From an optimization exercise on the open Yosys and OpenROAD flow, aimed at small area; shortcuts taken in it are not production practice.
The RTL was checked by simulation tests, not by an equivalence proof against the original design.
No activity file was given, so power comes from the tool's default toggle rates.

==> flow/design.v, too long to show whole: its modules and the start of the top module <==
// module quarterwave_table: 77 lines
// module quarterwave_generator: 43 lines
// module rca: 18 lines
// module csa3: 12 lines
// module sigma_delta_modulator: 25 lines
// module sched_rom: 51 lines
// module mac_unit: 773 lines
// module sd_dac_top: 83 lines
module sd_dac_top (
    input               clk,
    input               rst_n,
    input               tone_en,
    input        [31:0] phase_increment,
    input signed [15:0] sample_in,
    output              sample_strobe,
    output              output_pdm_p,
    output              output_pdm_n
);
  // ...
==> flow/run.sh <==
#!/bin/bash
# synth_recipe.tcl (not shown) runs the flow's synth.tcl, then flattens the netlist and writes it again
# the make line also repeats each setting of config.mk as NAME=value (left out here)
make -C /OpenROAD-flow-scripts/flow DESIGN_CONFIG=/design/flow/config.mk WORK_HOME=/design/flow/orfs CLKGATE_MAP_FILE= SYNTH_SCRIPT=/design/flow/synth_recipe.tcl finish
==> flow/config.mk <==
export PLATFORM = sky130hd
export DESIGN_NAME = sd_dac_top
export DESIGN_NICKNAME = sd_dac_top
export VERILOG_FILES = /design/flow/design.v
export SDC_FILE = /design/flow/constraint.sdc
export NUM_CORES = 8
export LEC_CHECK = 0
export CAP_MARGIN = 30
export CORE_MARGIN = 2
export CORE_UTILIZATION = 40
export CTS_BUF_LIST = sky130_fd_sc_hd__clkbuf_16
export CTS_CLUSTER_SIZE = 20
export SLEW_MARGIN = 30
==> flow/constraint.sdc <==
create_clock -name core_clock -period 15.0 [get_ports {clk}]
set_input_delay 3.0000 -clock core_clock [delete_from_list [all_inputs] [get_ports {clk}]]
set_output_delay 3.0000 -clock core_clock [all_outputs]
set_load 0.01 [all_outputs]
==> notes.md, run 1 <==
- Die W: 389 microns
- Hold_sp: r1[605]
- Critical path depth: 49
- DP Area: 66,000 sq um
- Power per cell area: 115 nW/um^2
- CP Data Arrival Time: 15.12 ns
- Final worst path period share: 97.0%
- Area taken by multi-input logic gates: 24,200 sq um
- Net count after synthesis: 5,402
- Vias in the first global route: 39,600
- Worst-path clk slew: 0.08 ns
- Biggest register: r1
- DRC Markers: 0
- Most common cell in the netlist: dfxtp_1
- Share of cells above drive strength 1: 20.0%
- Multi-input logic cell count: 2,615
- Drt wl/cell: 23.8 microns
- Pleak: 0.0298 uW
- Most used cell, CP: fa_2
- Sequential power: 4220 uW
- Seq cells post-synth: 1,559
- Top Consumer: sequential cells
- CP Launch Type: flop
- Fmax: 0.0687 GHz
- Placed cells: 7,107
- Cell family with most CP delay: adder cells
- Top_reg_cell synth: dfxtp_1
- Status: no timing/DRC/antenna violations
- Max-slew violation count: 0
- Routed Antenna Nets: 0
- Clock Tree Root: clkbuf_16
- Pint: 6410 uW
- Switching portion of total power: 21.8%
- N_diodes: 4
- Crit path launch: N[0]
- EDFF count, synth: 88
- Number of non-clock buffers: 695
- Congestion Overflow GR: 0
- Max cap viols: 0
- Cells after Synth: 4,791
- Most frequent cells in the layout: dfxtp_1, buf_4, fa_1, nand2_1, inv_1
- Seq/total area: 46.1%
- Global Route met2 Usage: 36.5%
- Yosys warnings: 5
- Max reg flops: 1,072
==> run 2: changes to the inputs <==
--- a/flow/config.mk
+++ b/flow/config.mk
@@ -8,6 +8,5 @@
 export CAP_MARGIN = 30
 export CORE_MARGIN = 2
 export CORE_UTILIZATION = 40
-export CTS_BUF_LIST = sky130_fd_sc_hd__clkbuf_16
-export CTS_CLUSTER_SIZE = 20
+export GPL_TIMING_DRIVEN = 0
 export SLEW_MARGIN = 30
==> run 2 against run 1 <==
Compared with the run above: sequential share of layout area is 0.95 points higher; combinational power hardly changed; register-to-register slack worse by 0.16 ns; via count increased by 1.1%; cell count decreased by 3.6%; die area is the same; still clean on timing, DRC and antenna; design area is 2.0% lower; worst setup slack worse by 0.16 ns; critical path depth is 7 lower; total power up 0.81%; maximum frequency down 1.1%; critical endpoint unchanged.
==> notes.md, run 2 <==
- GPL Wtd Cong: 1.04
- Starting density of the core: 40.2%
- Crit path launch: N[3]
- Biggest register: r1
- Synth cell count leaders: dfxtp_1, fa_1, nand2_1, inv_1, a22oi_1
- RSZ-0062 raised after global routing: true
- Total CTS buffers: 148
- Final setup viols: 0
- Clock Tree Buf Depth: 3
- Worst stage delay on the critical path: 0.65 ns
- Drt wl/cell: 27.4 microns (+15%)
- Final nets: 5,689
- Final HPWL DP: 145,000 microns
- Slowest-stage cell, CP: or4_1
- Clock share of power: 45.8%
- Net count after synthesis: 5,402 (unchanged)
- Total Wirelength: 196,000 microns
- Routed Antenna Nets: 0 (unchanged)
- FF-to-FF End: mac.accH[40]
- Final worst path period share: 98.1% (+1.1 points)
- Most used cell, CP: fa_2
- Largest regs: r1 (1072), rm (147), rm2 (60)
- CP Launch Type: flop
- Mapped cell area: 59,200 sq um
- Initial antenna violation count: 10
- Vias in the first global route: 39,500 (-0.061%)
- Worst-path clk slew: 0.06 ns (-0.02 ns)
- Worst setup endpoint: mac.accH[40]
- Core footprint: 147,000 sq um
- Seq cells post-synth: 1,559 (unchanged)
- DR iter-0 viols: 3,705
- Die height: 389 microns
- First-pass GRT wire length: 282,000 microns
- Ys async rst share: 9.94%
- CP endpoint kind: flop
- Switching portion of total power: 20.9% (-0.87 points)
- Congestion Overflow GR: 0 (unchanged)
- TritonRoute pass-1 iters: 8
- Clock Latency Late Sink: 0.78 ns
- Die Area: 151,000 sq um
- Total GRT Usage: 25.9%
- Max reg flops: 1,072 (unchanged)
- Power per cell area: 118 nW/um^2 (+2.9%)
- Cells after Synth: 4,791 (unchanged)
- Most common cell in the netlist: dfxtp_1
- Worst Tran Pin Value: 1.15 ns
- I/O pin count: 54
- Sequential-to-total area share from yosys stat: 55.5%
- Share of cells above drive strength 1: 16.4% (-3.6 points)
- CP Data Arrival Time: 15.24 ns (+0.12 ns)
- Worst R2R Start: N[3]
- Top-area cell type share of the netlist area: 44.5%
- Fin area: 69,900 sq um
- Comb power frac: 3.1%
- Relative slew margins: 23.2%
- Yosys warnings: 5 (unchanged)
- Critical Path Fanout Max: 10
- Pint: 6530 uW (+1.9%)
- R2R depth: 42
- Synth unique cells: 101
- NetSw: 1730 uW
- Fmax: 0.0680 GHz (-1.1%)
- Flop pwr share: 51.1%
- Largest net degree at the start of global routing: 57
- Max cap viols: 0 (unchanged)
- Reg2Reg Setup Slack: 0.29 ns
- DRC Markers: 0 (unchanged)
- Cts hold-fix bufs: 0
- EDFF count, synth: 88 (unchanged)
- Clock Skew: 0.0611 ns
- Most frequent cells in the layout: dfxtp_1, fa_1, nand2_1, inv_1, a22oi_1
- Total power: 8260 uW
- Top_reg_cell synth: dfxtp_1
- Max VDD drop: 0.101 mV
- Area Overhead vs Synth: 18.1%
- Pleak: 0.0282 uW (-5.2%)
- H-Tree Depth: 4
- Min Clock Period, post-route: 14.71 ns
- CTS tree: done
- Avg Inst Size Synth: 12.4 sq um
- Clk sinks: 1,559
- # rows: 141
- Req. time, crit path: 15.52 ns
- Via/cell ratio: 5.43
- Fin. Hold Viols: 0
- Port Buffers: 52
- Setup TNS: 0 ns
- Clock Tree Root: clkbuf_16
- Yosys top cell by area: dfxtp_1
- Ranking of synthesized cells by area: dfxtp_1, fa_1, dfrtp_1, edfxtp_1, ha_1
- Commonest non-fill, non-tap cell in the layout: dfxtp_1
- Max-slew violation count: 0 (unchanged)
- DP Area: 62,600 sq um (-5.2%)
- Critical path class: reg -> reg
- Status: no timing/DRC/antenna violations
- Vias: 38,700
- Die W: 389 microns (unchanged)
- Hold Path Class: reg -> reg
==> run 2: cell counts after synthesis <==
Identical to the previous run, type by type.
==> run 2: how the worst min path moves through the flow <==
stage / from / to / slack [ns] / cells after the start
3_5_place_dp: r1[145] / r1[161] / 0.31 / 0
3_3_place_gp: r1[173] / r1[189] / 0.31 / 0
5_1_grt: rm[4] / rm[25] / 0.29 / 0
2_1_floorplan: r1[984] / r1[1000] / 0.31 / 0
4_1_cts: rm[4] / rm[25] / 0.29 / 0
6_report: rm[4] / rm[25] / 0.29 / 0
==> run 2: power by group through the flow <==
stage          logic [uW]  clock network (uW)  registers, uW
2_1_floorplan         184                   0           4310
3_3_place_gp          245                   0           4310
3_5_place_dp          264                   0           4310
4_1_cts               266                3880           4220
5_1_grt               308                4050           4220
6_report              256                3780           4220
==> run 2: worst max-delay path, delay by kind of cell, from the launching register on <==
family,cells,cell delay [ns]
and+or+nand+nor,3,1.69
buffers and inverters,5,0.72
adders and majority gates,26,9.94
DFF,1,0.40
AOI/OAI and AO/OA,3,0.87
xor gates and xnor gates,5,0.82
==> run 2: area by class of cell <==
class / count / area, sq um
Antenna cell: 2 / 5.00
Fill cell: 13200 / 77400
Clock buffer: 209 / 4280
Sequential cell: 1559 / 32900
Timing Repair Buffer: 149 / 1370
Multi-Input combinational cell: 2615 / 25100
Tap cell: 1930 / 2410
Inverter: 315 / 1200
Clock inverter: 61 / 821
Buffer: 290 / 1780
==> run 2: what timing repair did <==
item / in CTS / in global routing
pin swaps: 42 / 36
gates resized for setup: 309 / 93
buffers inserted: 65 / 15
endpoints found under the setup margin: 14 / 4
gates cloned: 1 / 0
==> run 2: metal layers <==
layer  global-route usage (%)  vias up  share of wire, %
met5                        0        -             0.033
met4                     13.4       10               5.8
met3                     4.65      513               6.7
met2                     40.1     1684                45
met1                     34.8    19600                43
li1                         -    16900                 -
==> run 2: cell families after synthesis <==
kind of cell / Yosys count / synth area share [%]
multiplexers: 149 / 2.74
AND/OR/NAND/NOR: 853 / 7.28
flip-flops: 1559 / 55.5
other: 1 / 0.00634
adder cells (fa/ha/maj): 560 / 16.8
AO/OA/AOI/OAI: 796 / 9.56
XOR/XNOR: 256 / 3.79
buffers and inverters: 617 / 4.33
==> run 2: through the flow <==
| stage | hold slack [ns] | instances | util [%] | worst slack, ns |
|---|---|---|---|---|
| after global routing | 0.289 | 7128 | 47.4 | -0.115 |
| after detailed placement | 0.312 | 6788 | 42.5 | -3.09 |
| after CTS | 0.290 | 7115 | 47.2 | 0.000599 |
| after floorplan | 0.310 | 4791 | - | 0.0146 |
| after global placement | 0.310 | 6773 | 42.2 | -3.70 |
| final | 0.289 | 7130 | 47.4 | 0.288 |
==> run 3: changes to the inputs <==
--- a/flow/config.mk
+++ b/flow/config.mk
@@ -8,5 +8,4 @@
 export CAP_MARGIN = 30
 export CORE_MARGIN = 2
 export CORE_UTILIZATION = 40
-export GPL_TIMING_DRIVEN = 0
 export SLEW_MARGIN = 30
==> run 3 against run 2 <==
Compared with the run above: sequential share of layout area is 1.2 points lower; design area is 2.6% higher; non-clock buffer count is 256 higher; die area stayed put; routed wire length is 9.8% lower; worst hold slack better by 0.0079 ns; register-to-register slack better by 0.16 ns; clock-buffer cell count is 3 lower; combinational power hardly changed; clock skew is 0.013 ns higher; critical path depth is 7 higher; utilization is 1.2 points higher; critical endpoint unchanged.
==> notes.md, run 3 <==
- Status: no timing/DRC/antenna violations
- Starting density of the core: 40.2% (unchanged)
- Max VDD drop: 0.0878 mV (-13%)
- Worst Tran Pin Value: 0.892 ns (-0.260 ns)
- Cell family with most CP delay: adder cells
- Critical path class: reg -> reg
- Most frequent cells in the layout: dfxtp_1, buf_4, fa_1, nand2_1, inv_1
- Clock Tree Buf Depth: 3 (unchanged)
- Cts hold-fix bufs: 0 (unchanged)
- First-pass GRT wire length: 263,000 microns (-6.7%)
- Fin. Hold Viols: 0 (unchanged)
- Max reg flops: 1,072 (unchanged)
- Worst stage delay on the critical path: 0.56 ns (-0.09 ns)
- Synth cell count leaders: dfxtp_1, fa_1, nand2_1, inv_1, a22oi_1
- Port Buffers: 53 (+1.9%)
- Setup slack after layout: 0.446 ns (+0.158 ns)
- Commonest non-fill, non-tap cell in the layout: dfxtp_1
- Largest net degree at the start of global routing: 60 (+5.3%)
- Routed Antenna Nets: 0 (unchanged)
- Yosys warnings: 5 (unchanged)
- Cells after Synth: 4,791 (unchanged)
- Buf/Inv on CP: 6 (+1)
- TritonRoute pass-1 iters: 9 (+1)
- Vias in the first global route: 39,500 (-0.038%)
- Clk sinks: 1,559 (unchanged)
- Final nets: 5,947 (+4.5%)
- Sequential-to-total area share from yosys stat: 55.5% (unchanged)
- GPL Wtd Cong: 1.02 (-1.9%)
- Min Clock Period, post-route: 14.55 ns (-0.158 ns)
- Total power: 8390 uW (+1.6%)
- Fillcell total: 13,100 (-1.2%)
- Top_reg_cell synth: dfxtp_1
- Biggest register: r1
- Pleak: 0.0299 uW (+5.8%)
- Top-area cell type share of the netlist area: 44.5% (unchanged)
- DRC Markers: 0 (unchanged)
- Slowest-stage cell, CP: fa_1
- Net count after synthesis: 5,402 (unchanged)
- CP endpoint kind: flop
- Most common cell in the netlist: dfxtp_1
- H-Tree Depth: 4 (unchanged)
- Pint: 6590 uW (+1.0%)
- I/O pin count: 54 (unchanged)
- Total Wirelength: 176,000 microns (-9.8%)
- Clock Skew: 0.0737 ns (+0.0126 ns)
- Relative slew margins: 40.4% (+17 points)
- Core footprint: 147,000 sq um (unchanged)
- Area Overhead vs Synth: 21.1%
- Ys async rst share: 9.94% (unchanged)
- Avg Inst Size Synth: 12.4 sq um (unchanged)
- Final setup viols: 0 (unchanged)
- Max cap viols: 0 (unchanged)
- Switching portion of total power: 21.4% (+0.48 points)
- Die W: 389 microns (unchanged)
- CP Launch Type: flop
- Total CTS buffers: 150 (+1.4%)
- RSZ-0062 raised after global routing: false
- # rows: 141 (unchanged)
- Vias: 38,100 (-1.5%)
- Clock Tree Root: clkbuf_16
- Final HPWL DP: 133,000 microns (-8.3%)
- Hold Path Class: reg -> reg
- Yosys top cell by area: dfxtp_1
- Fmax: 0.0687 GHz (+1.1%)
- CTS tree: done
- Share of cells above drive strength 1: 20.6% (+4.2 points)
- Flop pwr share: 50.3% (-0.8 points)
- Layout Utilization: 48.7% (+1.2 points)
- Final worst path period share: 97.0% (-1.1 points)
- Comb power frac: 3.0% (about the same)
- Worst-path clk slew: 0.08 ns (+0.02 ns)
- Total GRT Usage: 23.5% (-2.4 points)
- Critical Path Fanout Max: 5 (-5)
- Max-slew violation count: 0 (unchanged)
- Synth unique cells: 101 (unchanged)
- Place WS: -0.819 ns (+2.27 ns)
- DR iter-0 viols: 3,391 (-8.5%)
- Req. time, crit path: 15.56 ns (+0.04 ns)
- Die height: 389 microns (unchanged)
- Mapped cell area: 59,200 sq um (unchanged)
- EDFF count, synth: 88 (unchanged)
- Seq cells post-synth: 1,559 (unchanged)
- Drt wl/cell: 23.9 microns (-13%)
- Most used cell, CP: fa_2
- Ranking of synthesized cells by area: dfxtp_1, fa_1, dfrtp_1, edfxtp_1, ha_1
- Congestion Overflow GR: 0 (unchanged)
- NetSw: 1800 uW (+3.9%)
- Initial antenna violation count: 13 (+3)
- Clock share of power: 46.7% (+0.9 points)
- CP Data Arrival Time: 15.12 ns (-0.12 ns)
- Power per cell area: 117 nW/um^2 (-0.92%)
- Clock Latency Late Sink: 0.80 ns (+0.02 ns)
- Largest regs: r1 (1072), rm (147), rm2 (60)
- Die Area: 151,000 sq um (unchanged)
- Via/cell ratio: 5.16 (-5.0%)
==> run 3: cell counts after synthesis <==
Identical to the previous run, type by type.
==> run 3: power groups by stage <==
stage               sequential [uW]  combinational (uW)  clock, uW
finish                         4220                 254       3920
floorplan                      4310                 184          0
global route                   4220                 309       4190
global placement               4310                 247          0
detailed placement             4310                 260          0
CTS                            4220                 265       4010
==> run 3: timing repair <==
item | CTS | global route
setup endpoints to repair | 3 | 3
pin swaps | 13 | 17
gates resized for setup | 32 | 29
endpoints found under the hold margin | 0 | 0
buffers inserted | 6 | 1
==> run 3: cells by family after synthesis <==
family          after synthesis  synth area share (%)
xor+xnor                    256                  3.79
simple gates                853                  7.28
mux                         149                  2.74
fa+ha+maj                   560                  16.8
other cells                   1               0.00634
flops                      1559                  55.5
buf+inv                     617                  4.33
compound gates              796                  9.56
==> run 3: area by class of cell <==
cell class | count | area [sq um] | area share [%]
Sequential cell | 1559 | 32900 | 45.9
Timing Repair Buffer | 695 | 5670 | 7.91
Antenna cell | 3 | 7.51 | 0.0105
Multi-Input combinational cell | 2615 | 24200 | 33.7
Inverter | 315 | 1180 | 1.65
Clock buffer | 206 | 4330 | 6.03
Tap cell | 1930 | 2410 | 3.37
Clock inverter | 73 | 1040 | 1.45
==> run 3: worst paths after layout <==
kind,start,to,slack (ns),cells past startpoint
max reg2reg,N[0],mac.accH[40],0.45,49
min in group asynchronous,rst_n,sdm.w1[20],2.19,1
min,r1[605],r1[621],0.30,0
min reg2reg,r1[605],r1[621],0.30,0
max in group asynchronous,rst_n,N[6],10.81,3
max,N[0],mac.accH[40],0.45,49
==> run 3: through the flow <==
step	cells	setup TNS, ns	hold slack, ns	cell area (sq um)
floorplan	4791	0	0.310	59200
global placement	7107	-2.35	0.310	66000
detailed placement	7107	-2.65	0.312	66000
CTS	7392	0	0.296	71600
global route	7393	0	0.309	71700
finish	7396	0	0.297	71700
==> run 3: per-layer routing <==
layer	track usage [%]	vias to the layer above	part of all wire [%]
li1	-	17400	-
met5	0	-	0.0074
met1	32.8	19100	45
met3	3.40	330	5.7
met4	9.94	2	4.4
met2	36.5	1264	45
==> run 4: changes to the inputs <==
--- a/flow/config.mk
+++ b/flow/config.mk
@@ -8,4 +8,7 @@
 export CAP_MARGIN = 30
 export CORE_MARGIN = 2
 export CORE_UTILIZATION = 40
+export CTS_BUF_LIST = sky130_fd_sc_hd__clkbuf_16
+export CTS_CLUSTER_DIAMETER = 100
+export CTS_CLUSTER_SIZE = 30
 export SLEW_MARGIN = 30
==> run 4 against run 3 <==
Compared with the run above: maximum frequency decreased by 0.19%; critical path type unchanged; non-clock buffer count unchanged; largest power group unchanged; utilization decreased by 2.3 points.
==> notes.md, run 4 <==
- Top-area cell type share of the netlist area: 44.5% (unchanged)
- Worst-path clk slew: 0.11 ns (+0.03 ns)
- Seq cells post-synth: 1,559 (unchanged)
- Drt wl/cell: 24.0 microns (+0.68%)
- CP Launch Type: flop
- Relative slew margins: 41.5% (+1.1 points)
- Final hold slack: 0.320 ns (+0.0225 ns)
- Clock Latency Late Sink: 0.70 ns (-0.10 ns)
- Area taken by multi-input logic gates: 24,200 sq um (about the same)
- Layout Utilization: 46.4% (-2.3 points)
- Register area: 32,900 sq um (unchanged)
- Req. time, crit path: 15.41 ns (-0.15 ns)
- Most used cell, CP: fa_2
- Net count after synthesis: 5,402 (unchanged)
- Die Area: 151,000 sq um (unchanged)
- Avg Inst Size Synth: 12.4 sq um (unchanged)
- TritonRoute pass-1 iters: 10 (+1)
- Largest regs: r1 (1072), rm (147), rm2 (60)
- CP Data Arrival Time: 14.99 ns (-0.13 ns)
- Hold Path Class: reg -> reg
- Top_reg_cell synth: dfxtp_1
- Die height: 389 microns (unchanged)
- Worst R2R Start: N[0]
- Min Clock Period, post-route: 14.58 ns (+0.0276 ns)
- Vias in the first global route: 38,400 (-2.8%)
- Reg2Reg Setup Slack: 0.42 ns (-0.03 ns)
- Vias: 37,600 (-1.5%)
- Most common cell in the netlist: dfxtp_1
- Max VDD drop: 0.0976 mV (+11%)
- I/O pin count: 54 (unchanged)
- Max reg flops: 1,072 (unchanged)
- Area Overhead vs Synth: 15.4%
- Total CTS buffers: 66 (-56%)
- Critical Path Fanout Max: 5 (unchanged)
- Cts hold-fix bufs: 0 (unchanged)
- DR iter-0 viols: 3,517 (+3.7%)
- # rows: 141 (unchanged)
- Critical path class: reg -> reg
- Final nets: 5,863 (-1.4%)
- Sequential-to-total area share from yosys stat: 55.5% (unchanged)
- First-pass GRT wire length: 258,000 microns (-2.0%)
- Fin. Hold Viols: 0 (unchanged)
- Clock Tree Buf Depth: 3 (unchanged)
- Final worst path period share: 97.2% (+0.18 points)
- Worst Tran Pin Value: 0.872 ns (-0.0196 ns)
- Largest net degree at the start of global routing: 60 (unchanged)
- Power per cell area: 96.6 nW/um^2 (-18%)
- RSZ-0062 raised after global routing: false
- Pleak: 0.0283 uW (-5.4%)
- Yosys top cell by area: dfxtp_1
- Ys async rst share: 9.94% (unchanged)
- Core footprint: 147,000 sq um (unchanged)
- Most frequent cells in the layout: dfxtp_1, buf_4, fa_1, nand2_1, inv_1
- Clk sinks: 1,559 (unchanged)
- GPL Wtd Cong: 1.02 (unchanged)
- Starting density of the core: 40.2% (unchanged)
- H-Tree Depth: 3 (-1)
- Final HPWL DP: 133,000 microns (unchanged)
- Total power: 6600 uW (-21%)
- Congestion Overflow GR: 0 (unchanged)
- R2R depth: 49 (unchanged)
- Hold_sp: rm[83]
- Routed Antenna Nets: 0 (unchanged)
- Cells after Synth: 4,791 (unchanged)
- Commonest non-fill, non-tap cell in the layout: dfxtp_1
- Fmax: 0.0686 GHz (-0.19%)
- Share of cells above drive strength 1: 18.1% (-2.5 points)
- Ranking of synthesized cells by area: dfxtp_1, fa_1, dfrtp_1, edfxtp_1, ha_1
- Clock Tree Root: clkbuf_16
- Total GRT Usage: 23.0% (-0.49 points)
- WHS Path Cells: 0 (unchanged)
- Via/cell ratio: 5.21 (+1.0%)
- Mapped cell area: 59,200 sq um (unchanged)
- Yosys warnings: 5 (unchanged)
- Final setup viols: 0 (unchanged)
- Max cap viols: 0 (unchanged)
- CP endpoint kind: flop
- Max-slew violation count: 0 (unchanged)
- Setup TNS: 0 ns (unchanged)
- FF-to-FF End: mac.accH[40]
- Synth cell count leaders: dfxtp_1, fa_1, nand2_1, inv_1, a22oi_1
- Worst stage delay on the critical path: 0.57 ns (about the same)
- Hold Path End: rm[104]
- Fillcell total: 13,400 (+2.8%)
- Synth unique cells: 101 (unchanged)
- Die W: 389 microns (unchanged)
- Port Buffers: 53 (unchanged)
- Clock Skew: 0.0526 ns (-0.0211 ns)
- Total Wirelength: 173,000 microns (-1.8%)
- DRC Markers: 0 (unchanged)
- EDFF count, synth: 88 (unchanged)
- Slowest-stage cell, CP: fa_1
- Initial antenna violation count: 11 (-2)
- Biggest register: r1
- CTS tree: done
- Status: no timing/DRC/antenna violations
-- run 4: how the worst max path moves through the flow --
stage | start | endpoint | slack [ns] | depth (start not counted)
floorplan | phase_increment[0] | nco.phase_accumulator[31] | 0.01 | 37
global placement | phase_increment[0] | nco.phase_accumulator[31] | -0.83 | 38
detailed placement | phase_increment[0] | nco.phase_accumulator[31] | -0.82 | 38
CTS | N[0] | mac.accH[40] | 0.02 | 48
global route | N[0] | mac.accH[40] | 0.03 | 49
finish | N[0] | mac.accH[40] | 0.42 | 49
-- run 4: cells by family after synthesis --
group / share of synthesized area, %
other: 0.00634
AOI/OAI and AO/OA: 9.56
DFF: 55.5
adders and majority gates: 16.8
buffers and inverters: 4.33
and+or+nand+nor: 7.28
xor gates and xnor gates: 3.79
muxes: 2.74
-- run 4: per-layer routing --
layer	up-vias	share of wire (%)	global-route usage, %
li1	17100	-	-
met1	18900	46	32.6
met2	1257	45	35.8
met3	297	5.5	2.88
met4	4	4.2	9.03
met5	-	0.016	0
-- run 4: final cells by class --
class	count	area share (%)
diodes	4	0.0147
clock buffers	69	2.53
clock inverters	24	0.408
flip-flops and latches	1559	48.1
repair buffers	695	8.30
multi-input cells	2615	35.4
well taps	1930	3.53
inverters	315	1.73
-- run 4: critical path, delay by kind of cell (launching register included) --
family                   cells  cell delay, ns
flip-flops                   1            0.40
buffers and inverters        6            0.48
XOR/XNOR                     5            0.75
multiplexers                 1            0.12
adder cells (fa/ha/maj)     30           10.59
AO/OA/AOI/OAI                2            0.17
AND/OR/NAND/NOR              5            1.78
-- run 4: power breakdown --
| group | leakage (uW) | internal, uW | switching, uW | total (uW) |
|---|---|---|---|---|
| registers | 0.0135 | 4200 | 13.9 | 4220 |
| logic | 0.0137 | 126 | 127 | 253 |
| clock network | 0.00101 | 871 | 1260 | 2130 |
| total | 0.0283 | 5200 | 1400 | 6600 |
-- run 4: per-stage QoR --
step                      cell area [sq um]  cells  setup slack [ns]
after floorplan                       59200   4791            0.0146
after global placement                66000   7107            -0.828
after detailed placement              66000   7107            -0.819
after CTS                             68200   7206            0.0167
after global routing                  68300   7207            0.0281
final                                 68300   7211             0.418
-- run 4: timing repair --
action	CTS	global route
gates resized for setup	34	29
gates cloned	0	0
setup buffers	6	1
setup endpoints to repair	4	3
pin swaps	14	17
==> module sched_rom, before the edit <==
module sched_rom (
    input  wire [6:0]  N,
    output wire [7:0]  xs,      
    output wire        x8,      
    output wire [1:0]  ms,      
    output wire        mf,      
    output wire        mt,      
    output wire        m2s,     
    output wire        isH,     
    output wire        isS,     
    output wire        first,   
    output wire [18:0] coef     
);
    wire [127:0] onehot = 128'd1 << N;
    assign xs[0] = |(onehot & 128'h20020410c00001000200008308000000);
    assign xs[1] = |(onehot & 128'h0c180104000000000020002000000400);
    assign xs[2] = |(onehot & 128'h00000040208880610008080880000012);
    assign xs[3] = |(onehot & 128'h00008200006010880004000040000000);
    assign xs[4] = |(onehot & 128'h00000088000000000081060010000080);
    assign xs[5] = |(onehot & 128'h00c00020000002004500010000000000);
    assign xs[6] = |(onehot & 128'h10004000000004000040001000008000);
    assign xs[7] = |(onehot & 128'h80200000100040123002000005d22b68);
    assign x8 = |(onehot & 128'h00000002080000000000000000000000);
    assign ms[0] = |(onehot & 128'h42050540000000008000050000000000);
    assign ms[1] = |(onehot & 128'h000002a100102800000080b800081000);
    assign mf = |(onehot & 128'h000007e000000000000005b800000000);
    assign mt = |(onehot & 128'h42050001001028008000800000081000);
    assign m2s = |(onehot & 128'h01003800070700040810700420254005);
    assign isH = |(onehot & 128'h78f48035f1d12ff6e7541403aba14ff5);
    assign isS = |(onehot & 128'h870b7fca0e2ed00918abeb7c505eb00a);
    assign first = |(onehot & 128'h01001040002010000020201000101001);
    assign coef[0] = |(onehot & 128'hee2fdcfe5abf7c0efdffcd3450ded3fa);
    assign coef[1] = |(onehot & 128'h6ad983bf31c606c6f7270a4501b3c912);
    assign coef[2] = |(onehot & 128'h644815a758d53040a1f688546184ca26);
    assign coef[3] = |(onehot & 128'h96775bfd1b6b5d3a1b99cf61d97f16f9);
    assign coef[4] = |(onehot & 128'ha2d7450cb3ea46f8980d40513a5b1c5c);
    assign coef[5] = |(onehot & 128'h6cc49641a8d037b0a2849312e3a44054);
    assign coef[6] = |(onehot & 128'h07373839cdbbb2bb57cda029533f20e8);
    assign coef[7] = |(onehot & 128'h76f3151db96b140ab29990537b3f06bd);
    assign coef[8] = |(onehot & 128'h84f65e543b685d3e4c98c731f84d17dc);
    assign coef[9] = |(onehot & 128'h4910ab208591a13523142269a2212324);
    assign coef[10] = |(onehot & 128'h1074096411d12c000314056100a142f1);
    assign coef[11] = |(onehot & 128'h101c0fb38185068203361a7723a1c277);
    assign coef[12] = |(onehot & 128'h1e2d9d8a099636b412b79876603783d7);
    assign coef[13] = |(onehot & 128'h5fa9bf2b2d96beb177b7a67c61b7e297);
    assign coef[14] = |(onehot & 128'h1ea99e8e390716b412b38a3460b7c3b7);
    assign coef[15] = |(onehot & 128'h548c1a03298416b466b6822461a5c357);
    assign coef[16] = |(onehot & 128'h14a81aa6b98416b447b68a2462a5c397);
    assign coef[17] = |(onehot & 128'h04ac1ea2298416b447b68a3460a5c3d6);
    assign coef[18] = |(onehot & 128'h44ac1aa2298416b467b68a2460a5c3d6);
endmodule
==> module sd_dac_top, before the edit <==
module sd_dac_top (
    input               clk,
    input               rst_n,
    input               tone_en,
    input        [31:0] phase_increment,
    input signed [15:0] sample_in,
    output              sample_strobe,
    output              output_pdm_p,
    output              output_pdm_n
);
    reg [6:0] N;
    reg clr;    
    wire [6:0] N_next;
    wire c_unused0;
    rca #(7) count (.a(N), .b(7'd0), .ci(1'b1), .s(N_next), .co(c_unused0));
    always @(posedge clk or negedge rst_n) begin
        if (!rst_n) begin N <= 7'd0; clr <= 1'b1; end
        else begin N <= N_next; if (N == 7'd127) clr <= 1'b0; end
    end
    assign sample_strobe = (N == 7'd127);
    wire [15:0] sine;
    quarterwave_generator nco (.clk(clk), .arst(rst_n), .ce(N == 7'd63), .phase_increment(phase_increment), .sinewave(sine));
    wire [15:0] xin = tone_en ? sine : sample_in;
    wire [7:0] xs;
    wire [1:0] ms;
    wire x8, mf, mt, m2s, isH, isS, first;
    wire [18:0] coef;
    sched_rom ctl (.N(N), .xs(xs), .x8(x8), .ms(ms), .mf(mf), .mt(mt), .m2s(m2s),
                   .isH(isH), .isS(isS), .first(first), .coef(coef));
    wire [20:0] rndH;     
    wire [19:0] rndM2;    
    wire [15:0] rndV;     
    reg [67*16-1:0] r1;
    always @(posedge clk) r1 <= {r1[66*16-1:0], (N == 7'd127) ? xin : (clr ? 16'd0 : r1[67*16-1:66*16])};
    reg [7*21-1:0] rm;
    always @(posedge clk) rm <= {rm[6*21-1:0], clr ? 21'd0 : (N == 7'd127) ? rndH : rm[7*21-1:6*21]};
    reg [3*20-1:0] rm2;
    always @(posedge clk) rm2 <= {rm2[2*20-1:0], clr ? 20'd0 : (N == 7'd44 || N == 7'd108) ? rndM2 : rm2[3*20-1:2*20]};
    wire [15:0] xr = ({16{xs[0]}} & r1[0*16 +: 16]) | ({16{xs[1]}} & r1[4*16 +: 16]) | ({16{xs[2]}} & r1[8*16 +: 16]) | ({16{xs[3]}} & r1[17*16 +: 16]) | ({16{xs[4]}} & r1[21*16 +: 16]) | ({16{xs[5]}} & r1[25*16 +: 16]) | ({16{xs[6]}} & r1[27*16 +: 16]) | ({16{xs[7]}} & r1[51*16 +: 16]);
    wire [15:0] xr8 = {16{x8}} & r1[27*16 +: 16];
    wire [20:0] mr = ({21{ms[0]}} & rm[1*21 +: 21]) | ({21{ms[1]}} & rm[6*21 +: 21]);
    wire [19:0] m2r = rm2[0*20 +: 20];
    wire [21:0] opx = {{6{xr[15]}}, xr} | {{3{xr8[15]}}, xr8, 3'b000};
    wire [21:0] opy = ({22{mf}} & {mr[20], mr}) | ({22{mt}} & {{2{mr[19]}}, mr[19:0]}) | ({22{m2s}} & {{2{m2r[19]}}, m2r});
    wire [21:0] dsum;
    wire c_unused1;
    rca #(22) preadd (.a(opx), .b(opy), .ci(1'b0), .s(dsum), .co(c_unused1));
    reg [21:0] dat;
    always @(posedge clk) dat <= dsum;
    wire [40:0] accH;
    wire [37:0] accS;
    wire cpH, cpS;
    mac_unit mac (.clk(clk), .isH(isH), .isS(isS), .first(first), .coef(coef), .dat(dat),
                  .accH(accH), .cpH(cpH), .accS(accS), .cpS(cpS));
    wire rcH = accH[19] & ((accH[20] ^ cpH) | (|accH[18:0]));
    wire c_unused2, c_unused3, c_unused4;
    rca #(21) roundH (.a(accH[40:20]), .b({20'd0, cpH}), .ci(rcH), .s(rndH), .co(c_unused2));
    wire rcS2 = accS[17] & (accS[18] | (|accS[16:0]));
    rca #(20) roundM2 (.a(accS[37:18]), .b({17'd0, cpS, 2'b00}), .ci(rcS2), .s(rndM2), .co(c_unused3));
    wire rcS1 = accS[14] & (accS[15] | (|accS[13:0]));
    wire [16:0] rv;
    rca #(17) roundV (.a(accS[31:15]), .b({11'd0, cpS, 5'd0}), .ci(rcS1), .s(rv), .co(c_unused4));
    assign rndV = rv[16:1];
    reg [15:0] v0, v1, v2;
    always @(posedge clk or negedge rst_n) begin
        if (!rst_n) begin v0 <= 16'd0; v1 <= 16'd0; v2 <= 16'd0; end
        else if (N[3:0] == 4'd4) begin v0 <= clr ? 16'd0 : rndV; v1 <= v0; v2 <= v1; end
    end
    reg [15:0] cic;
    wire g_new = (N[3:0] == 4'd4);
    wire g_01  = (N[3:0] == 4'd8);
    wire g_dbl = (N[1:0] == 2'd0) & ~g_new & ~g_01;
    wire [15:0] dp = g_new ? (clr ? 16'd0 : rndV) : g_dbl ? {v0[14:0], 1'b0} : v0;
    wire [15:0] dq = g_new ? v1 : g_dbl ? {v1[14:0], 1'b0} : v2;
    wire [15:0] cic_next;
    csa3 #(16) cic_add (.a(cic), .b(dp), .c(~dq), .ci(1'b1), .s(cic_next));
    always @(posedge clk or negedge rst_n) begin
        if (!rst_n) cic <= 16'd0;
        else if (N[1:0] == 2'd0) cic <= cic_next;
    end
    sigma_delta_modulator sdm (.clk(clk), .rst_n(rst_n), .in(cic), .out(output_pdm_p));
    assign output_pdm_n = ~output_pdm_p;
endmodule
==> run 5: changes to the inputs <==
--- a/flow/design.v
+++ b/flow/design.v
@@ -201,28 +201,28 @@
     assign mf = |(onehot & 128'h000007e000000000000005b800000000);
     assign mt = |(onehot & 128'h42050001001028008000800000081000);
     assign m2s = |(onehot & 128'h01003800070700040810700420254005);
-    assign isH = |(onehot & 128'h78f48035f1d12ff6e7541403aba14ff5);
-    assign isS = |(onehot & 128'h870b7fca0e2ed00918abeb7c505eb00a);
-    assign first = |(onehot & 128'h01001040002010000020201000101001);
-    assign coef[0] = |(onehot & 128'hee2fdcfe5abf7c0efdffcd3450ded3fa);
-    assign coef[1] = |(onehot & 128'h6ad983bf31c606c6f7270a4501b3c912);
-    assign coef[2] = |(onehot & 128'h644815a758d53040a1f688546184ca26);
-    assign coef[3] = |(onehot & 128'h96775bfd1b6b5d3a1b99cf61d97f16f9);
-    assign coef[4] = |(onehot & 128'ha2d7450cb3ea46f8980d40513a5b1c5c);
-    assign coef[5] = |(onehot & 128'h6cc49641a8d037b0a2849312e3a44054);
-    assign coef[6] = |(onehot & 128'h07373839cdbbb2bb57cda029533f20e8);
-    assign coef[7] = |(onehot & 128'h76f3151db96b140ab29990537b3f06bd);
-    assign coef[8] = |(onehot & 128'h84f65e543b685d3e4c98c731f84d17dc);
-    assign coef[9] = |(onehot & 128'h4910ab208591a13523142269a2212324);
-    assign coef[10] = |(onehot & 128'h1074096411d12c000314056100a142f1);
-    assign coef[11] = |(onehot & 128'h101c0fb38185068203361a7723a1c277);
-    assign coef[12] = |(onehot & 128'h1e2d9d8a099636b412b79876603783d7);
-    assign coef[13] = |(onehot & 128'h5fa9bf2b2d96beb177b7a67c61b7e297);
-    assign coef[14] = |(onehot & 128'h1ea99e8e390716b412b38a3460b7c3b7);
-    assign coef[15] = |(onehot & 128'h548c1a03298416b466b6822461a5c357);
-    assign coef[16] = |(onehot & 128'h14a81aa6b98416b447b68a2462a5c397);
-    assign coef[17] = |(onehot & 128'h04ac1ea2298416b447b68a3460a5c3d6);
-    assign coef[18] = |(onehot & 128'h44ac1aa2298416b467b68a2460a5c3d6);
+    assign isH = |(onehot & 128'hbc7a401af8e897fb73aa0a01d5d0a7fa);
+    assign isS = |(onehot & 128'h4385bfe5071768048c55f5be282f5805);
+    assign first = |(onehot & 128'h80800820001008000010100800080800);
+    assign coef[0] = |(onehot & 128'h7717ee7f2d5fbe077effe69a286f69fd);
+    assign coef[1] = |(onehot & 128'h356cc1df98e303637b93852280d9e489);
+    assign coef[2] = |(onehot & 128'h32240ad3ac6a982050fb442a30c26513);
+    assign coef[3] = |(onehot & 128'hcb3badfe8db5ae9d0dcce7b0ecbf8b7c);
+    assign coef[4] = |(onehot & 128'h516ba28659f5237c4c06a0289d2d8e2e);
+    assign coef[5] = |(onehot & 128'h36624b20d4681bd85142498971d2202a);
+    assign coef[6] = |(onehot & 128'h039b9c1ce6ddd95dabe6d014a99f9074);
+    assign coef[7] = |(onehot & 128'hbb798a8edcb58a05594cc829bd9f835e);
+    assign coef[8] = |(onehot & 128'h427b2f2a1db42e9f264c6398fc268bee);
+    assign coef[9] = |(onehot & 128'h2488559042c8d09a918a1134d1109192);
+    assign coef[10] = |(onehot & 128'h883a04b208e89600018a02b08050a178);
+    assign coef[11] = |(onehot & 128'h880e07d9c0c28341019b0d3b91d0e13b);
+    assign coef[12] = |(onehot & 128'h8f16cec504cb1b5a095bcc3b301bc1eb);
+    assign coef[13] = |(onehot & 128'hafd4df9596cb5f58bbdbd33e30dbf14b);
+    assign coef[14] = |(onehot & 128'h8f54cf471c838b5a0959c51a305be1db);
+    assign coef[15] = |(onehot & 128'haa460d0194c20b5a335b411230d2e1ab);
+    assign coef[16] = |(onehot & 128'h8a540d535cc20b5a23db45123152e1cb);
+    assign coef[17] = |(onehot & 128'h02560f5114c20b5a23db451a3052e1eb);
+    assign coef[18] = |(onehot & 128'h22560d5114c20b5a33db45123052e1eb);
 endmodule
 module mac_unit (
     input  wire        clk,
@@ -1024,8 +1024,14 @@
     wire [1:0] ms;
     wire x8, mf, mt, m2s, isH, isS, first;
     wire [18:0] coef;
+    wire isH_a, isS_a, first_a;
+    wire [18:0] coef_a;
     sched_rom ctl (.N(N), .xs(xs), .x8(x8), .ms(ms), .mf(mf), .mt(mt), .m2s(m2s),
-                   .isH(isH), .isS(isS), .first(first), .coef(coef));
+                   .isH(isH_a), .isS(isS_a), .first(first_a), .coef(coef_a));
+    reg isH_r, isS_r, first_r;
+    reg [18:0] coef_r;
+    always @(posedge clk) begin isH_r <= isH_a; isS_r <= isS_a; first_r <= first_a; coef_r <= coef_a; end
+    assign isH = isH_r; assign isS = isS_r; assign first = first_r; assign coef = coef_r;
     wire [20:0] rndH;     
     wire [19:0] rndM2;    
     wire [15:0] rndV;     
@@ -1061,21 +1067,20 @@
     rca #(17) roundV (.a(accS[31:15]), .b({11'd0, cpS, 5'd0}), .ci(rcS1), .s(rv), .co(c_unused4));
     assign rndV = rv[16:1];
     reg [15:0] v0, v1, v2;
-    always @(posedge clk or negedge rst_n) begin
-        if (!rst_n) begin v0 <= 16'd0; v1 <= 16'd0; v2 <= 16'd0; end
-        else if (N[3:0] == 4'd4) begin v0 <= clr ? 16'd0 : rndV; v1 <= v0; v2 <= v1; end
+    always @(posedge clk) begin
+        if (N[3:0] == 4'd4) begin v0 <= clr ? 16'd0 : rndV; v1 <= v0; v2 <= v1; end
     end
     reg [15:0] cic;
     wire g_new = (N[3:0] == 4'd4);
     wire g_01  = (N[3:0] == 4'd8);
     wire g_dbl = (N[1:0] == 2'd0) & ~g_new & ~g_01;
-    wire [15:0] dp = g_new ? (clr ? 16'd0 : rndV) : g_dbl ? {v0[14:0], 1'b0} : v0;
+    wire [15:0] dp = g_new ? rndV : g_dbl ? {v0[14:0], 1'b0} : v0;
     wire [15:0] dq = g_new ? v1 : g_dbl ? {v1[14:0], 1'b0} : v2;
     wire [15:0] cic_next;
     csa3 #(16) cic_add (.a(cic), .b(dp), .c(~dq), .ci(1'b1), .s(cic_next));
     always @(posedge clk or negedge rst_n) begin
         if (!rst_n) cic <= 16'd0;
-        else if (N[1:0] == 2'd0) cic <= cic_next;
+        else if (N[1:0] == 2'd0 && !clr) cic <= cic_next;
     end
     sigma_delta_modulator sdm (.clk(clk), .rst_n(rst_n), .in(cic), .out(output_pdm_p));
     assign output_pdm_n = ~output_pdm_p;
--- a/flow/config.mk
+++ b/flow/config.mk
@@ -10,5 +10,6 @@
 export CORE_UTILIZATION = 40
 export CTS_BUF_LIST = sky130_fd_sc_hd__clkbuf_16
 export CTS_CLUSTER_DIAMETER = 100
-export CTS_CLUSTER_SIZE = 30
+export CTS_CLUSTER_SIZE = 35
+export GPL_TIMING_DRIVEN = 0
 export SLEW_MARGIN = 30
==> run 5 against run 4 <==
Compared with the run above: critical path depth fell by 13; register-to-register slack improved by 0.58 ns; worst setup slack worse by 0.038 ns; routed wire length up 13%.
==> notes.md, run 5 <==
- Worst Tran Pin Value: 1.15 ns (+0.274 ns)
- Core footprint: 150,000 sq um (+1.6%)
- TritonRoute pass-1 iters: 10 (unchanged)
- H-Tree Depth: 2 (-1)
- Worst-path clk slew: 0.12 ns (about the same)
- First-pass GRT wire length: 282,000 microns (+9.5%)
- Largest regs: r1 (1072), rm (147), rm2 (60)
- Most common cell in the netlist: dfxtp_1
- Max-slew violation count: 0 (unchanged)
- Seq cells post-synth: 1,581 (+1.4%)
- Buf/Inv on CP: 2 (-4)
- GPL Wtd Cong: 1.07 (+4.9%)
- Via/cell ratio: 5.42 (+4.2%)
- Clock Latency Late Sink: 0.73 ns (+0.03 ns)
- Most frequent cells in the layout: dfxtp_1, nand2_1, fa_1, inv_1, a22oi_1
- Top-area cell type share of the netlist area: 44.5% (about the same)
- DRC Markers: 0 (unchanged)
- Fin. Hold Viols: 0 (unchanged)
- Clock Tree Buf Depth: 3 (unchanged)
- Die Area: 154,000 sq um (+1.6%)
- Register area: 33,600 sq um (+2.1%)
- Slowest-stage cell, CP: fa_2
- Vias: 38,600 (+2.6%)
- Fillcell total: 14,100 (+4.9%)
- Largest net degree at the start of global routing: 60 (unchanged)
- Drt wl/cell: 27.5 microns (+14%)
- Total CTS buffers: 58 (-12%)
- Power per cell area: 102 nW/um^2 (+5.4%)
- Max cap viols: 0 (unchanged)
- Mapped cell area: 60,200 sq um (+1.7%)
- Congestion Overflow GR: 0 (unchanged)
- Fmax: 0.0684 GHz (-0.26%)
- Relative slew margins: 23.4% (-18 points)
- Commonest non-fill, non-tap cell in the layout: dfxtp_1
- CP Launch Type: primary input
- Final HPWL DP: 148,000 microns (+12%)
- Final nets: 5,674 (-3.2%)
- Avg Inst Size Synth: 12.2 sq um (-1.4%)
- Ranking of synthesized cells by area: dfxtp_1, fa_1, edfxtp_1, dfrtp_1, ha_1
- EDFF count, synth: 136 (+55%)
- Pleak: 0.0256 uW (-9.6%)
- Synth cell count leaders: dfxtp_1, fa_1, nand2_1, inv_1, a22oi_1
- Final hold slack: 0.279 ns (-0.0403 ns)
- I/O pin count: 54 (unchanged)
- Yosys warnings: 5 (unchanged)
- Clk sinks: 1,581 (+1.4%)
- Area taken by multi-input logic gates: 24,300 sq um (+0.72%)
- Cells after Synth: 4,938 (+3.1%)
- DR iter-0 viols: 3,674 (+4.5%)
- Routed Antenna Nets: 0 (unchanged)
- Top_reg_cell synth: dfxtp_1
- Clock Tree Root: clkbuf_16
- Max reg flops: 1,072 (unchanged)
- # rows: 142 (+0.71%)
- Die W: 392 microns (+0.82%)
- Worst stage delay on the critical path: 0.45 ns (-0.12 ns)
- Critical Path Fanout Max: 3 (-2)
- Ys async rst share: 6.77% (-3.2 points)
- CTS tree: done
- Starting density of the core: 40.2% (+0.041 points)
- Yosys top cell by area: dfxtp_1
- Total GRT Usage: 25.5% (+2.5 points)
- Min Clock Period, post-route: 14.62 ns (+0.0383 ns)
- Total power: 6670 uW (+0.99%)
- Port Buffers: 52 (-1.9%)
- Total Wirelength: 195,000 microns (+13%)
- Vias in the first global route: 39,100 (+2.0%)
- Critical path class: in -> reg
- Final setup viols: 0 (unchanged)
- CP Data Arrival Time: 15.25 ns (+0.26 ns)
- Status: no timing/DRC/antenna violations
- Net count after synthesis: 5,549 (+2.7%)
- Max VDD drop: 0.124 mV (+27%)
- Req. time, crit path: 15.63 ns (+0.22 ns)
- Cell family with most CP delay: adder cells
- Clock Skew: 0.0495 ns (-0.00310 ns)
- Hold Path Class: reg -> reg
- Biggest register: r1
- Final worst path period share: 97.5% (+0.26 points)
- Area Overhead vs Synth: 8.80%
- Die height: 392 microns (+0.82%)
- Initial antenna violation count: 6 (-5)
- Share of cells above drive strength 1: 5.97% (-12 points)
- Most used cell, CP: fa_2
- CP endpoint kind: flop
- Synth unique cells: 93 (-7.9%)
- Cts hold-fix bufs: 0 (unchanged)
- Layout Utilization: 43.8% (-2.6 points)
- Sequential-to-total area share from yosys stat: 55.8% (+0.23 points)
run 5: cell count changes after synthesis, moves of 38 or more:
| cell | before | now |
|---|---|---|
| a222oi_1 | 58 | 2 |
| dfrtp_1 | 154 | 106 |
| edfxtp_1 | 88 | 136 |
| mux2_2 | 71 | 21 |
| nand3_1 | 50 | 88 |
| o21ai_0 | 107 | 151 |
run 5: per-stage QoR:
| stage | cells | setup WS (ns) | setup TNS (ns) | cell area (sq um) |
|---|---|---|---|---|
| 6_report | 7107 | 0.380 | 0 | 65500 |
| 5_1_grt | 7104 | -0.0284 | -0.0284 | 65500 |
| 4_1_cts | 7102 | 0.0391 | 0 | 65400 |
| 3_5_place_dp | 7017 | -1.06 | -2.50 | 63500 |
| 3_3_place_gp | 7006 | -0.925 | -3.23 | 63200 |
| 2_1_floorplan | 4938 | 0.00440 | 0 | 60200 |
run 5: path summary, 6_finish.rpt:
kind	start	endpoint	slack [ns]	cells past startpoint
worst max-delay path	phase_increment[0]	nco.phase_accumulator[31]	0.38	36
worst min-delay path	rm[69]	rm[90]	0.28	0
worst max register to register	isH_r	mac.accH[40]	1.00	35
worst min register to register	rm[69]	rm[90]	0.28	0
max in group asynchronous	rst_n	cic[0]	12.20	2
min in group asynchronous	rst_n	nco.phase_accumulator[5]	2.18	1
run 5: repair_timing:
| action | in CTS | in global routing |
|---|---|---|
| setup buffers | 0 | 1 |
| endpoints found under the setup margin | 2 | 2 |
| pin swaps | 1 | 3 |
| resized for setup | 4 | 7 |
| cloned | 0 | 0 |
run 5: cell type report:
type	count	share of cell area [%]
flip-flops and latches	1581	51.3
multi-input cells	2764	37.2
well taps	2016	3.85
clock buffers	58	2.22
plain buffers	309	2.12
inverters	284	1.63
repair buffers	65	1.04
clock inverters	27	0.686
diodes	3	0.0115
run 5: logic make-up after synthesis:
kind of cell	share of synthesized area (%)
AO/OA/AOI/OAI	9.73
XOR/XNOR	4.06
adder cells (fa/ha/maj)	16.5
buffers and inverters	4.06
flip-flops	55.8
multiplexers	1.89
other	0.00623
AND/OR/NAND/NOR	8.00
run 5: routing by layer:
metal	share of wire, %	track usage, %	up-vias	wire, microns
met5	0.012	0	-	23
met4	5.1	10.4	4	9870
met3	7.5	4.76	454	14600
met2	43	39.0	1671	84600
met1	44	35.6	19500	86300
li1	-	-	16900	-
run 5: report_power, final:
group	internal [uW]	total, uW	switching, uW
logic	151	297	146
registers	4280	4300	13.9
clock network	776	2070	1300
==> run 6: changes to the inputs <==
--- a/flow/config.mk
+++ b/flow/config.mk
@@ -10,6 +10,6 @@
 export CORE_UTILIZATION = 40
 export CTS_BUF_LIST = sky130_fd_sc_hd__clkbuf_16
 export CTS_CLUSTER_DIAMETER = 100
-export CTS_CLUSTER_SIZE = 35
+export CTS_CLUSTER_SIZE = 25
 export GPL_TIMING_DRIVEN = 0
 export SLEW_MARGIN = 30
==> run 6 against run 5 <==
Compared with the run above: worst hold slack improved by 0.034 ns; register-to-register slack barely moved; flip-flop and latch count did not move; sequential share of layout area fell by 0.39 points; clock skew fell by 0.017 ns; clock power rose by 14%; non-clock buffer count fell by 1; critical endpoint unchanged.
==> notes.md, run 6 <==
- Synth cell count leaders: dfxtp_1, fa_1, nand2_1, inv_1, a22oi_1
- Port Buffers: 52 (unchanged)
- Share of cells above drive strength 1: 6.32% (+0.34 points)
- Yosys top cell by area: dfxtp_1
- Place WS: -1.06 ns (unchanged)
- H-Tree Depth: 3 (+1)
- Relative slew margins: 27.1% (+3.7 points)
- Die height: 392 microns (unchanged)
- Max cap viols: 0 (unchanged)
- CTS tree: done
- Net count after synthesis: 5,549 (unchanged)
- Die W: 392 microns (unchanged)
- CP Launch Type: primary input
- Commonest non-fill, non-tap cell in the layout: dfxtp_1
- Ys async rst share: 6.77% (unchanged)
- Max-slew violation count: 0 (unchanged)
- Fillcell total: 14,000 (-0.31%)
- Slowest-stage cell, CP: fa_2
- Sequential-to-total area share from yosys stat: 55.8% (unchanged)
- DRC Markers: 0 (unchanged)
- Total CTS buffers: 78 (+34%)
- Fmax: 0.0684 GHz (about the same)
- Drt wl/cell: 27.5 microns (about the same)
- Hold Path Class: reg -> reg
- Die Area: 154,000 sq um (unchanged)
- Req. time, crit path: 15.61 ns (-0.02 ns)
- Starting density of the core: 40.2% (unchanged)
- Final HPWL DP: 148,000 microns (unchanged)
- Vias: 38,700 (+0.32%)
- Clock Skew: 0.0322 ns (-0.0173 ns)
- Clock Tree Root: clkbuf_16
- CP Data Arrival Time: 15.24 ns (about the same)
- # rows: 142 (unchanged)
- I/O pin count: 54 (unchanged)
- Pleak: 0.0258 uW (+1.0%)
- Total GRT Usage: 25.7% (+0.16 points)
- Most common cell in the netlist: dfxtp_1
- TritonRoute pass-1 iters: 6 (-4)
- CP endpoint kind: flop
- Max reg flops: 1,072 (unchanged)
- Max VDD drop: 0.128 mV (+3.3%)
- Largest net degree at the start of global routing: 60 (unchanged)
- Mapped cell area: 60,200 sq um (unchanged)
- Area Overhead vs Synth: 9.63%
- Final setup viols: 0 (unchanged)
- Top-area cell type share of the netlist area: 44.5% (unchanged)
- DR iter-0 viols: 3,720 (+1.3%)
- Power per cell area: 105 nW/um^2 (+3.6%)
- Vias in the first global route: 39,400 (+0.74%)
- Routed Antenna Nets: 0 (unchanged)
- Area taken by multi-input logic gates: 24,300 sq um (unchanged)
- Cells after Synth: 4,938 (unchanged)
- Final nets: 5,693 (+0.33%)
- Clock Tree Buf Depth: 3 (unchanged)
- Worst-path clk slew: 0.10 ns (-0.02 ns)
- Via/cell ratio: 5.43 (about the same)
- Yosys warnings: 5 (unchanged)
- GPL Wtd Cong: 1.07 (unchanged)
- First-pass GRT wire length: 284,000 microns (+0.45%)
- Largest regs: r1 (1072), rm (147), rm2 (60)
- Final worst path period share: 97.5% (about the same)
- Status: no timing/DRC/antenna violations
- Fin. Hold Viols: 0 (unchanged)
- Clk sinks: 1,581 (unchanged)
- Cts hold-fix bufs: 0 (unchanged)
- Seq cells post-synth: 1,581 (unchanged)
- Placed cells: 7,017 (unchanged)
- Most used cell, CP: fa_2
- Avg Inst Size Synth: 12.2 sq um (unchanged)
- Clock Latency Late Sink: 0.73 ns (about the same)
- Setup Fix Bufs, Post-CTS: 0 (unchanged)
- Biggest register: r1
- Congestion Overflow GR: 0 (unchanged)
- Worst stage delay on the critical path: 0.45 ns (about the same)
- Synth unique cells: 93 (unchanged)
- Top_reg_cell synth: dfxtp_1
- Min Clock Period, post-route: 14.63 ns (+0.00720 ns)
- Worst Tran Pin Value: 1.09 ns (-0.0523 ns)
- Critical path class: in -> reg
- Non-filler cells in the finished layout: 7,129 (+0.31%)
- EDFF count, synth: 136 (unchanged)
- Most frequent cells in the layout: dfxtp_1, nand2_1, fa_1, inv_1, a22oi_1
- Core footprint: 150,000 sq um (unchanged)
- Ranking of synthesized cells by area: dfxtp_1, fa_1, edfxtp_1, dfrtp_1, ha_1
- Register area: 33,600 sq um (unchanged)
- Total Wirelength: 196,000 microns (+0.28%)
- Setup slack after layout: 0.373 ns (-0.00720 ns)
- Critical Path Fanout Max: 3 (unchanged)
- Initial antenna violation count: 7 (+1)
## run 6: changes by cell type in the layout (fill, tap and decap cells not counted)
cell | previous run | this run
inv_6 | 3 | 1
inv_1 | 286 | 290
clkbuf_16 | 58 | 80
clkinv_16 | 8 | 6
diode_2 | 3 | 2
clkinv_8 | 0 | 1
inv_8 | 2 | 4
buf_4 | 18 | 17
inv_16 | 4 | 3
## run 6: area by class of cell
type,count,share of cell area (%)
multi-input combinational,2764,36.9
tap,2016,3.82
sequential,1581,50.9
buffer,309,2.11
timing repair buffer,64,1.02
clock buffer,80,3.04
inverter,284,1.62
antenna,2,0.00759
clock inverter,29,0.615
## run 6: stage by stage
stage	util, %	setup TNS, ns	power (uW)	cell area (sq um)	hold slack [ns]
finish	44.1	0	6960	66000	0.313
detailed placement	42.5	-2.50	4700	63500	0.312
global placement	42.3	-3.23	4680	63200	0.310
floorplan	-	0	4610	60200	0.310
global route	44.1	-0.0272	7250	66000	0.315
CTS	44.1	0	7050	65900	0.311
## run 6: critical path: cells and delay by family
family	cells	cell delay, ns
compound gates	1	0.10
xor+xnor	2	0.28
fa+ha+maj	30	11.25
buf+inv	2	0.48
simple gates	1	0.09
## run 6: path summary, 6_finish.rpt
check | start | end | slack (ns) | depth (start not counted)
worst max-delay path | phase_increment[0] | nco.phase_accumulator[31] | 0.37 | 36
worst min-delay path | rm[90] | rm[111] | 0.31 | 0
worst max register to register | isH_r | mac.accH[40] | 0.99 | 35
worst min register to register | rm[90] | rm[111] | 0.31 | 0
max in group asynchronous | rst_n | cic[0] | 12.18 | 2
min in group asynchronous | rst_n | nco.phase_accumulator[3] | 2.19 | 1
## run 6: layer usage
metal	vias up	part of all wire [%]	global-route usage, %
met1	19500	44	35.7
met3	485	7.5	4.77
met5	-	0.0092	0
met4	4	5.3	11.0
li1	17000	-	-
met2	1706	43	39.2
## run 6: cells by family after synthesis
kind of cell	Yosys count	synth area share, %
flip-flops	1581	55.8
buffers and inverters	593	4.06
adder cells (fa/ha/maj)	560	16.5
AND/OR/NAND/NOR	963	8.00
multiplexers	111	1.89
AO/OA/AOI/OAI	851	9.73
XOR/XNOR	278	4.06
other	1	0.00623
## run 6: what timing repair did
action / CTS / global route
resized for setup: 4 / 7
endpoints found under the setup margin: 2 / 2
gates cloned: 0 / 0
pin swaps: 1 / 2
## run 6: report_power, final
group	switching [uW]	internal (uW)
Sequential	14.0	4280
Combinational	146	151
Clock	1340	1020
Total	1500	5450

-- port drivers added, routing unchanged --
In the flow no input, the clock included, has a driving cell. The finished layouts below were timed again as built, in two steps. Step 1 sets driving cells, clkbuf_16 on the clock port and buf_2 on the other inputs (assumed; they add their load-dependent delay and slew). Step 2 also shifts input and output timing later by t, the mid clock arrival at the registers, as if the neighbouring blocks saw the same clock. Three values: ideal ports, drivers, drivers and shift; two values: the first two.
| run | t (ns) | slack for setup (ns) | clock arrival spread, ns | pins driven straight from the clock port |
|---|---|---|---|---|
| run 1 | 0.843 | 0.445 / 0.445 / -0.301 | 0.078 / 0.078 | 1 |
| run 2 | 0.837 | 0.288 / 0.288 / -0.279 | 0.072 / 0.072 | 1 |
| run 3 | 0.844 | 0.446 / 0.446 / -0.302 | 0.074 / 0.074 | 1 |
| run 4 | 0.757 | 0.418 / 0.418 / -0.228 | 0.054 / 0.054 | 1 |
| run 5 | 0.786 | 0.380 / 0.428 / -0.357 | 0.051 / 0.051 | 1 |
| run 6 | 0.787 | 0.373 / 0.421 / -0.366 | 0.036 / 0.036 | 1 |
With both steps, setup timing fails in every run listed, where it was met with ideal ports. The setup slack of run 3, which loses most, moves by 0.000 ns with the drivers and by -0.748 ns with both steps.
